Background: an optimization exercise with open tools, aiming at a short achievable clock period and few clock cycles. Do not read the settings as production practice.
Only simulation tests tie the RTL to the original design; equivalence was not proved.
No activity file was given, so power comes from the tool's default toggle rates.

==> flow/run.sh <==
#!/bin/bash
# synth_recipe.tcl (not shown) runs the flow's synth.tcl, then flattens the netlist and writes it again
# the make line also repeats each setting of config.mk as NAME=value (left out here)
make -C /OpenROAD-flow-scripts/flow DESIGN_CONFIG=/design/flow/config.mk WORK_HOME=/design/flow/orfs CLKGATE_MAP_FILE= SYNTH_SCRIPT=/design/flow/synth_recipe.tcl finish
==> flow/config.mk <==
export PLATFORM = sky130hd
export DESIGN_NAME = custom_cpu
export DESIGN_NICKNAME = custom_cpu
export VERILOG_FILES = /design/flow/design.v
export SDC_FILE = /design/flow/constraint.sdc
export NUM_CORES = 4
export LEC_CHECK = 0
export CAP_MARGIN = 20
export CORE_MARGIN = 2
export CORE_UTILIZATION = 40
export PLACE_DENSITY = 0.6
export SLEW_MARGIN = 20
==> flow/constraint.sdc <==
create_clock -name core_clock -period 13.0 [get_ports {clk}]
set_input_delay 2.6000 -clock core_clock [delete_from_list [all_inputs] [get_ports {clk}]]
set_output_delay 2.6000 -clock core_clock [all_outputs]
set_load 0.01 [all_outputs]
==> flow/design.v <==
`timescale 10 ns / 1 ns
module alu(
	input [32 - 1:0] A,
	input [32 - 1:0] B,
	input [2:0] ALUop,
	output Overflow,
	output CarryOut,
	output Zero,
	output [32 - 1:0] Result
);
	wire [31:0]ResultAND;
	wire [31:0]ResultOR;
	wire [31:0]ResultXOR;
	wire [31:0]ResultRight;
	wire [32:0]SIGNED;
	wire [32:0]SIGNED1;
	wire [32:0]UNSIGNED;
	wire [32:0]UNSIGNED1;
	wire [32:0]calculate;
	wire [32:0]calculate1;
	wire [63:0]temp;
	assign ResultAND=A & B;
	assign ResultOR=A | B;
	assign ResultXOR=A ^ B;
	assign SIGNED=~{B[31],B}+33'd1;
	assign SIGNED1=(ALUop==3'b010)?{B[31],B}:SIGNED;
	assign UNSIGNED=~{1'b0,B}+33'd1;
	assign UNSIGNED1=(ALUop==3'b010)?{1'b0,B}:UNSIGNED;
	assign temp={32'hffffffff,A}>>B;
	assign ResultRight=(A[31]==1)?temp[31:0]:A>>B;
	assign calculate={A[31],A}+SIGNED1;
	assign calculate1={1'b0,A}+UNSIGNED1;
	assign Overflow=calculate[32]^calculate[31];
	assign CarryOut=calculate1[32];
	assign Result=(ALUop==3'b000)?ResultAND:  
				(ALUop==3'b001)?ResultOR:  
				(ALUop==3'b010)?calculate[31:0]:  
				(ALUop==3'b011)?ResultXOR:  
				(ALUop==3'b100)?ResultRight:  
				(ALUop==3'b101)?CarryOut:  
				(ALUop==3'b110)?calculate[31:0]:  
				(ALUop==3'b111)?{31'b0,calculate[31]^Overflow}:  
				0;
	assign Zero=(Result==0)?1:0;
endmodule
`timescale 10 ns / 1 ns
module reg_file(
	input clk,
	input rst,
	input [5 - 1:0] waddr,
	input [5 - 1:0] raddr1,
	input [5 - 1:0] raddr2,
	input wen,
	input [32 - 1:0] wdata,
	output [32 - 1:0] rdata1,
	output [32 - 1:0] rdata2
);
	reg [31:0]r[31:0];
	always@(posedge clk)
	begin
		if (rst)
		begin
			r[0]<=0;r[1]<=0;r[2]<=0;r[3]<=0;
			r[4]<=0;r[5]<=0;r[6]<=0;r[7]<=0;
			r[8]<=0;r[9]<=0;r[10]<=0;r[11]<=0;
			r[12]<=0;r[13]<=0;r[14]<=0;r[15]<=0;
			r[16]<=0;r[17]<=0;r[18]<=0;r[19]<=0;
			r[20]<=0;r[21]<=0;r[22]<=0;r[23]<=0;
			r[24]<=0;r[25]<=0;r[26]<=0;r[27]<=0;
			r[28]<=0;r[29]<=0;r[30]<=0;r[31]<=0;
		end
		if (wen) 
		begin
			if (waddr==0) r[0]<=0;
			else r[waddr]<=wdata;
		end
	end
	assign rdata1=r[raddr1];
	assign rdata2=r[raddr2];
endmodule
`timescale 10ns / 1ns
module custom_cpu(
	input  rst,
	input  clk,
	output reg [31:0] PC,
	output reg Inst_Req_Valid,
	input Inst_Req_Ack,
	input  [31:0] Instruction,
	input Inst_Valid,
	output Inst_Ack,
	output [31:0] Address,
	output reg MemWrite,
	output [31:0] Write_data,
	output [3:0] Write_strb,
	output reg MemRead,
	input Mem_Req_Ack,
	input  [31:0] Read_data,
	input Read_data_Valid,
	output Read_data_Ack
);
	wire RF_wen;
	wire [4:0] RF_waddr;
	wire [31:0] RF_wdata;
	wire [31:0] Data_load;
	wire [6:0] op;
	wire [4:0] rd;
	wire [2:0] func;
	wire [4:0] rs1;
	wire [4:0] rs2;
	wire [6:0] top7;
	wire Lui, Auipc, Jal, Jalr, Beq, Bne, Blt, Bge, Bltu, Bgeu, Lb, Lh, Lw, Lbu, Lhu, Sb, Sh, Sw, Addi, Slti, Sltiu, Xori, Ori, Andi, Slli, Srli, Srai, Add, Sub, Sll, Slt, Sltu, Xor, Srl, Sra, Or, And;
	wire Branch,Load,Store,B1_sign;
	wire [2:0] ALUop;
	wire Overflow,CarryOut,Zero;
	wire [31:0] Result;
	wire [31:0] data;
	wire [31:0] A;
	wire [31:0] B;
	wire [31:0] B1;
	wire [31:0] extend;
	reg [31:0] PC1;
	wire [31:0] PC2;
	wire [31:0] PC3;
	wire [31:0] PCjump;
	reg [8:0] state;
	reg [8:0] nextstate;
	reg [31:0] instruction;
	reg [31:0] Read_data1;
	always@(posedge clk)
	begin
		if(rst) state <= 9'b000000001;
		else state <= nextstate;
	end
	always@(*)
	begin
		case(state)
		9'b000000001:
			nextstate = 9'b000000010;
		9'b000000010:
			if(Inst_Req_Ack & Inst_Req_Valid) nextstate = 9'b000000100;
			else nextstate = 9'b000000010;
		9'b000000100:
			if(Inst_Valid & Inst_Ack) nextstate = 9'b000001000;
			else nextstate = 9'b000000100;
		9'b000001000:
			nextstate = 9'b000010000;
		9'b000010000:
			if (Branch) nextstate = 9'b000000010;
			else if (Load) nextstate = 9'b010000000;
			else if (Store) nextstate = 9'b001000000;
			else nextstate = 9'b000100000;
		9'b000100000:
			nextstate = 9'b000000010;
		9'b001000000:
			if (Mem_Req_Ack & MemWrite) nextstate = 9'b000000010;
			else nextstate = 9'b001000000;
		9'b010000000:
			if (Mem_Req_Ack & MemRead) nextstate = 9'b100000000;
			else nextstate = 9'b010000000;
		9'b100000000:
			if (Read_data_Valid & Read_data_Ack) nextstate = 9'b000100000;
			else nextstate = 9'b100000000;
		default:
			nextstate = 9'b000000001;
		endcase
	end
	always@(posedge clk)
	if(rst) instruction <= 32'd0;
	else if(Inst_Valid && Inst_Ack) instruction <= Instruction;
	always@(posedge clk)
	if(rst) Read_data1 <= 32'd0;
	else if(Read_data_Valid && Read_data_Ack ) Read_data1 <= Read_data;
	always@(posedge clk)
	begin
		if (rst) Inst_Req_Valid <= 0;
		else if (state==9'b000000010)
		begin
			if (Inst_Req_Valid==0) Inst_Req_Valid <= 1;
			else if (Inst_Req_Valid & Inst_Req_Ack) Inst_Req_Valid <= 0;
		end
		else Inst_Req_Valid <= 0;
	end
	assign Inst_Ack = (state == 9'b000000100) | (state == 9'b000000010 && Inst_Valid);
	assign Read_data_Ack = (state == 9'b100000000);
	always@(posedge clk)
	begin
		if (rst) MemRead <= 0;
		else if (state==9'b010000000)
		begin
			if (MemRead==0) MemRead <= 1;
			else if (MemRead & Mem_Req_Ack) MemRead <= 0;
		end
		else MemRead <= 0;
	end
	always@(posedge clk)
	begin
		if (rst) MemWrite <= 0;
		else if (state==9'b001000000)
		begin
			if (MemWrite==0) MemWrite <= 1;
			else if (MemWrite & Mem_Req_Ack) MemWrite <= 0;
		end
		else MemWrite <= 0;
	end
	assign op = instruction[6:0];
	assign rd = instruction[11:7];
	assign func = instruction[14:12];
	assign rs1 = instruction[19:15];
	assign rs2 = instruction[24:20];  
	assign top7 = instruction[31:25];
	assign Lui = (op==7'b0110111);
	assign Auipc = (op == 7'b0010111);
	assign Jal = (op == 7'b1101111);
	assign Jalr = (op == 7'b1100111) && (func == 3'b000);
	assign Beq = (op == 7'b1100011) && (func == 3'b000);
	assign Bne = (op == 7'b1100011) && (func == 3'b001);
	assign Blt = (op == 7'b1100011) && (func == 3'b100);
	assign Bge =  (op == 7'b1100011) && (func == 3'b101);
	assign Bltu = (op == 7'b1100011) && (func == 3'b110);
	assign Bgeu = (op == 7'b1100011) && (func == 3'b111);
	assign Lb = (op == 7'b0000011) && (func == 3'b000);
	assign Lh = (op == 7'b0000011) && (func == 3'b001);
	assign Lw = (op == 7'b0000011) && (func == 3'b010);
	assign Lbu = (op == 7'b0000011) && (func == 3'b100);
	assign Lhu = (op == 7'b0000011) && (func == 3'b101);
	assign Sb = (op == 7'b0100011) && (func == 3'b000);
	assign Sh = (op == 7'b0100011) && (func == 3'b001);
	assign Sw = (op == 7'b0100011) && (func == 3'b010);
	assign Addi = (op == 7'b0010011) && (func == 3'b000);
	assign Slti = (op == 7'b0010011) && (func == 3'b010);
	assign Sltiu =  (op == 7'b0010011) && (func == 3'b011);
	assign Xori = (op == 7'b0010011) && (func == 3'b100);
	assign Ori = (op == 7'b0010011) && (func == 3'b110);
	assign Andi = (op == 7'b0010011) && (func == 3'b111);
	assign Slli = (op == 7'b0010011) && (func == 3'b001) && (top7 == 7'b0000000);
	assign Srli = (op == 7'b0010011) && (func == 3'b101) && (top7 == 7'b0000000);
	assign Srai = (op == 7'b0010011) && (func == 3'b101) && (top7 == 7'b0100000);
	assign Add = (op == 7'b0110011) && (func == 3'b000) && (top7 == 7'b0000000);
	assign Sub = (op == 7'b0110011) && (func == 3'b000) && (top7 == 7'b0100000);
	assign Sll = (op == 7'b0110011) && (func == 3'b001) && (top7 == 7'b0000000);
	assign Slt = (op == 7'b0110011) && (func == 3'b010) && (top7 == 7'b0000000);
	assign Sltu = (op == 7'b0110011) && (func == 3'b011) && (top7 == 7'b0000000);
	assign Xor = (op == 7'b0110011) && (func == 3'b100) && (top7 == 7'b0000000);
	assign Srl = (op == 7'b0110011) && (func == 3'b101) && (top7 == 7'b0000000);
	assign Sra = (op == 7'b0110011) && (func == 3'b101) && (top7 == 7'b0100000);
	assign Or = (op == 7'b0110011) && (func == 3'b110) && (top7 == 7'b0000000);
	assign And = (op == 7'b0110011) && (func == 3'b111) && (top7 == 7'b0000000);
	assign Branch = (Beq || Bne || Blt || Bge || Bltu || Bgeu);  
	assign Store =(Sb || Sh ||Sw);  
	assign Load = (Lb || Lh || Lw || Lbu || Lhu);  
	assign ALUop = (Lui || Auipc || Jal || Jalr || Load || Store || Addi || Add)?3'b010:  
					(Bne || Beq || Sub)?3'b110:  
					(Srai ||Sra)?3'b100:  
					(Ori ||Or)?3'b001:  
					(Slt || Slti || Blt || Bge)?3'b111:  
					(Sltiu || Sltu || Bltu || Bgeu)?3'b101:  
					(Xori || Xor)?3'b011:  
					3'b000;  
	assign extend = (Lui||Auipc)? {instruction[31:12],12'd0}:
					(Jal)? {{11{instruction[31]}},instruction[31],instruction[19:12],instruction[20],instruction[30:21],1'b0}:
					(Jalr || Load || Addi || Slti || Sltiu || Xori || Ori || Andi)? {{20{instruction[31]}},instruction[31:20]}:
					(Branch)? {{19{instruction[31]}},instruction[31],instruction[7],instruction[30:25],instruction[11:8],1'b0}:
					{{20{instruction[31]}},instruction[31:25],instruction[11:7]};
	assign Write_strb = (Sb && (Result[1:0]==2'b00))?4'b0001:
							(Sb && (Result[1:0]==2'b01))?4'b0010:
							(Sb && (Result[1:0]==2'b10))?4'b0100:
							(Sb && (Result[1:0]==2'b11))?4'b1000:
							(Sh && (Result[1]==1'b0))?4'b0011:
							(Sh && (Result[1]==1'b1))?4'b1100:
							4'b1111;
	assign Write_data = (Sb && (Write_strb == 4'b0001))?{24'd0,B[7:0]}:
							(Sb && (Write_strb == 4'b0010))?{16'd0,B[7:0],8'd0}:
							(Sb && (Write_strb == 4'b0100))?{8'd0,B[7:0],16'd0}:
							(Sb && (Write_strb == 4'b1000))?{B[7:0],24'd0}:
							(Sh && (Write_strb == 4'b0011))?{16'd0,B[15:0]}:
							(Sh && (Write_strb == 4'b1100))?{B[15:0],16'd0}:
							B;
	assign Address = (Lb||Lbu||Lh||Lhu||Sb||Sh)?{Result[31:2],2'b00}:Result;
	assign RF_wen = (state == 9'b000100000); 
	assign RF_waddr = rd;
	assign RF_wdata = (Slli)?(A<<rs2):
						(Sll)?(A<<{B[4:0]}):
						(Srli)?(A>>rs2):
						(Srl)?(A>>{B[4:0]}):
						(Lb || Lbu || Lh || Lhu)?Data_load:
						(Jal || Jalr)? PC1+32'd4:
						(Lui)?{instruction[31:12],12'd0}:
						(Load)?Read_data1:
						Result;
	assign Data_load = (Lb)?
							(Result[1:0]==2'b00)?{{24{Read_data1[7]}},Read_data1[7:0]}:
							(Result[1:0]==2'b01)?{{24{Read_data1[15]}},Read_data1[15:8]}:
							(Result[1:0]==2'b10)?{{24{Read_data1[23]}},Read_data1[23:16]}:
							(Result[1:0]==2'b11)?{{24{Read_data1[31]}},Read_data1[31:24]}:
							0:
						(Lbu)?
							(Result[1:0]==2'b00)?$unsigned(Read_data1[7:0]):
							(Result[1:0]==2'b01)?$unsigned(Read_data1[15:8]):
							(Result[1:0]==2'b10)?$unsigned(Read_data1[23:16]):
							(Result[1:0]==2'b11)?$unsigned(Read_data1[31:24]):
							0:
						(Lh)?
							(Result[1]==1'b0)?{{16{Read_data1[15]}},Read_data1[15:0]}:
							(Result[1]==1'b1)?{{16{Read_data1[31]}},Read_data1[31:16]}:
							0:
						(Lhu)?
							(Result[1]==1'b0)?$unsigned(Read_data1[15:0]):
							(Result[1]==1'b1)?$unsigned(Read_data1[31:16]):
							0:
						0;
	always@(posedge clk)
	begin
		if (rst) PC <= 32'b0;
		else if (state == 9'b000010000) PC <= PC2;
	end
	always@(posedge clk)
	begin
		if(rst) PC1 <= 32'd0;
		else if(state == 9'b000000010) PC1 <= PC;
	end
	assign PC3 = PC + 32'd4;
	assign PCjump = (Jal || Jalr)?{Result[31:1],1'b0}:(PC+extend);
	assign PC2 = (Jal || Jalr || ((Beq || Bge || Bgeu) && Zero)||((Bne || Blt || Bltu ) && !Zero))?PCjump:PC3;
	reg_file reg_file1(clk,rst,RF_waddr,rs1,rs2,RF_wen,RF_wdata,A,B);
	assign data = (Jal)?PC:(Auipc)?PC1:A;
	assign B1_sign = (Auipc || Jal || Jalr || Load || Store || Addi || Slti || Sltiu || Xori || Ori || Andi);
	assign B1 = (Srai)?rs2:(B1_sign)?extend:B;
	alu alu1(data,B1,ALUop,Overflow,CarryOut,Zero,Result);
endmodule
==> reports/qor.yml <==
final-hold-violation-count: 0
gr-usage-all-layers: 0.3907
synth_adder_area_share: 0.02142
ff2ff_path_depth: 34
ys_ff_latch: 1174
clock_path_buffers: 3
die_w_um: 446.1
ys_warn_count: 2
relSlewSlack: 0.2045
slew_violations: 0
synthMostInstantiatedCell: "nor2_1"
synthFlopType: "edfxtp_1"
antenna_found_initial: 29
p_total_uw: 10920
nets: 8174
reg2reg_slack_ps: 2000
numPortBuffers: 174
reg2reg_to: "PC[17]"
syn-instance-count: 7973
stdcell_area_mm2: 0.08771
rsz0062_at_grt: "false"
endpoint_kind: "output port"
critPathArrivalTime_ps: 9970
route.detailed.drc: 0
place_congestion: 1.066
crit_path_max_fanout: 35
die_area_mm2: 0.1990
finClkSkew_ps: 63.50
cp_slowest_cell: "dfxtp_4"
coreArea_mm2: 0.1946
setup_tns_ps: 0
synth_compound_area_frac: 0.1442
max_cap_violations: 0
synth_commonest_cells: "nor2_1, edfxtp_1, nand2_1, mux2i_1, a21oi_1"
path_buf_inv: 2
cpPeakStageDelay_ps: 830
wl_per_cell_um: 37.65
critPathLaunchType: "flop"
synth_top_cell_area_share: 0.3934
cts_buffers: 133
synth_area_leaders: "edfxtp_1, mux2i_1, mux4_2"
crit_end: "Write_data[16]"
cpMostUsedCell: "a21oi_1"
synth_top_family_by_area: "multiplexers"
dpl-instance-area_mm2: 0.08333
ys_async_sr_fraction: 0
grt_first_pass_wirelength_um: 547700
outcome: "timing/DRC/antenna clean"
wirelength_um: 400400
drt_iter0_markers: 12690
yosys.area_share.simple: 0.1652
grt_pass1_vias: 69250
utilization: 0.4507
worst-path-stages: 31
required_ps: 10400
die_h_um: 446.1
syn-cell-area_mm2: 0.07817
postRouteAntennaNets: 0
synth_area_leader_cell: "edfxtp_1"
grt-ovfl-total: 0
clock_latency_ps: 820
start_util: 0.4017
hold_slack_ps: 474.4
syn_to_final_growth_pct: 12.20
p_leak_uw: 0.03008
tightestPinTransition_ps: 1188
path_clk_slew_ps: 60
synth_edf_count: 1024
cts_root_buf: "clkbuf_16"
layout_min_cycle_time_ps: 12570
max_freq_mhz: 79.58
cpLargestDelayFamily: "simple AND/OR/NAND/NOR gates"
clkSinkCount: 1174
setup_violations: 0
ys_seq_area_frac: 0.4318
hp-class: "reg2reg"
ys_types: 117
p_per_area_mw_per_mm2: 124.5
drt_pass1_iterations: 7
synth_xor_area_frac: 0.01199
criticalPathCategory: "reg2out"
ir_drop_mv: 0.1145
htreeDepth: 4
synthMuxAreaShare: 0.1765
rows: 162
vias: 74010
cts_tree: "built"
syn_avg_cell_area_um2: 9.804
min_period_over_period: 0.9667
io_pins: 175
place_hpwl_um: 272300
via_per_inst: 6.958
drive_above_1_share: 0.1365
grt_max_degree: 72
## worst register-to-register path, delay by kind of cell (launching register included)
kind / cells / cell delay [ps]
DFF: 1 / 830
xor gates and xnor gates: 2 / 350
AOI/OAI and AO/OA: 9 / 2700
muxes: 2 / 550
and+or+nand+nor: 17 / 5040
adders and majority gates: 1 / 300
buffers and inverters: 3 / 1070
## area by class of cell
cell class	count	area (µm²)
sequential	1174	33780
multi-input combinational	5977	41290
inverter	145	544.3
tap	2542	3181
antenna	16	40.04
clock buffer	163	3488
fill	18480	106900
clock inverter	78	779.5
timing repair buffer	542	4609
## layout by cell type, fill, tap and decap left out, drive strengths merged, types with 22 or more instances in the layout
cell | synthesis | final
a22o | 37 | 37
o221ai | 31 | 31
and3 | 66 | 66
clkinv | 6 | 64
nor2 | 1434 | 1434
clkbuf | 447 | 163
xnor2 | 76 | 76
clkdlybuf4s50 | 0 | 173
xor2 | 31 | 31
mux4 | 276 | 276
nand4 | 52 | 52
o21ai | 268 | 268
inv | 139 | 147
a221oi | 46 | 46
dfxtp | 150 | 150
mux2i | 707 | 707
nand2 | 815 | 815
a31oi | 70 | 70
o22ai | 124 | 124
nor3 | 121 | 121
edfxtp | 1024 | 1024
o211ai | 81 | 81
buf | 261 | 369
nand3 | 201 | 201
nor4 | 33 | 33
a21o | 39 | 39
ha | 129 | 129
o31ai | 27 | 27
a21oi | 451 | 451
conb | 1 | 32
o21a | 22 | 22
mux2 | 43 | 43
a22oi | 236 | 236
or3 | 47 | 47
a211oi | 66 | 66
or2 | 29 | 29
and2 | 42 | 42
nand2b | 44 | 44
## power by group
| group | total [µW] | switching, µW | internal (µW) |
|---|---|---|---|
| registers | 4310 | 99.9 | 4210 |
| clock network | 3770 | 1710 | 2060 |
| logic | 2840 | 1980 | 855 |
| total | 10900 | 3790 | 7130 |
## repair_timing
action / CTS / global route
resized for setup: 0 / 1
hold buffers: 0 / 0
setup buffers: 0 / 0
setup endpoints to repair: 0 / 8
## stage by stage
step / worst slack, ps / instances
final: 433.5 / 10640
after global routing: 8.257 / 10620
after CTS: 516.3 / 10620
after detailed placement: 1374 / 10380
after global placement: 1351 / 10380
after floorplan: 2721 / 8004
## state kept, by name, indices dropped and copies added, names as in the netlist, named ones only
| name | cells |
|---|---|
| Inst_Req_Valid | 1 |
| Read_data1 | 32 |
| state | 9 |
| MemRead | 1 |
| MemWrite | 1 |
| PC1 | 32 |
| reg_file1.r | 1024 |
| instruction | 32 |
| PC | 32 |
## worst min path at each step
stage             from      end  slack [ps]  cells after the start
3_5_place_dp   PC1[15]  PC1[15]         460                      2
5_1_grt        PC1[15]  PC1[15]         500                      2
3_3_place_gp   PC1[15]  PC1[15]         460                      2
6_report       PC1[15]  PC1[15]         470                      2
2_1_floorplan   PC1[0]   PC1[0]         440                      2
4_1_cts        PC1[15]  PC1[15]         470                      2
## cells by family (layout without fill, tap and decap cells)
group	count (synthesis)	in the layout
xor+xnor	107	107
simple gates	2985	2985
flops	1174	1174
compound gates	1694	1694
mux	1026	1026
other cells	1	48
buf+inv	853	928
fa+ha+maj	133	133
## per-layer routing
layer	GRT usage	part of all wire	vias to the layer above	wire length (µm)
met5	0	0.00031	-	125
met4	0.2958	0.093	18	37240
met3	0.1267	0.14	1629	57700
met2	0.5578	0.41	6707	164300
met1	0.4901	0.35	35990	141100
li1	-	-	29670	-
Testbench counts, summed over its fixed seeds: cycles 5,402,774.

what the ideal ports hide:
No port has a modelled driver above. Below, the same layout with a new extraction and two added sets of constraints.
Step 1 assumes that a clkbuf_16 drives the clock port and a buf_2 every other input.
Step 2 moves the port delays by t, midway between the first and last clock arrival at a register: inputs arrive t later, outputs are due t later. That takes back most of the time a late clock gives input paths.
Slacks: no drivers / after step 1 / after step 2; pairs: no drivers / after step 1.
t, ns: 0.871
setup WS [ns]: 0.433 / 0.349 / 1.220
hold WS [ns]: 0.474 / 0.474 / 0.474
worst setup path at the end: register to output
worst slew at a driven data input, ns: 0.05
After both steps this run still meets setup and hold. The setup slack of this run moves by -0.084 ns with the drivers and by +0.787 ns with both steps.
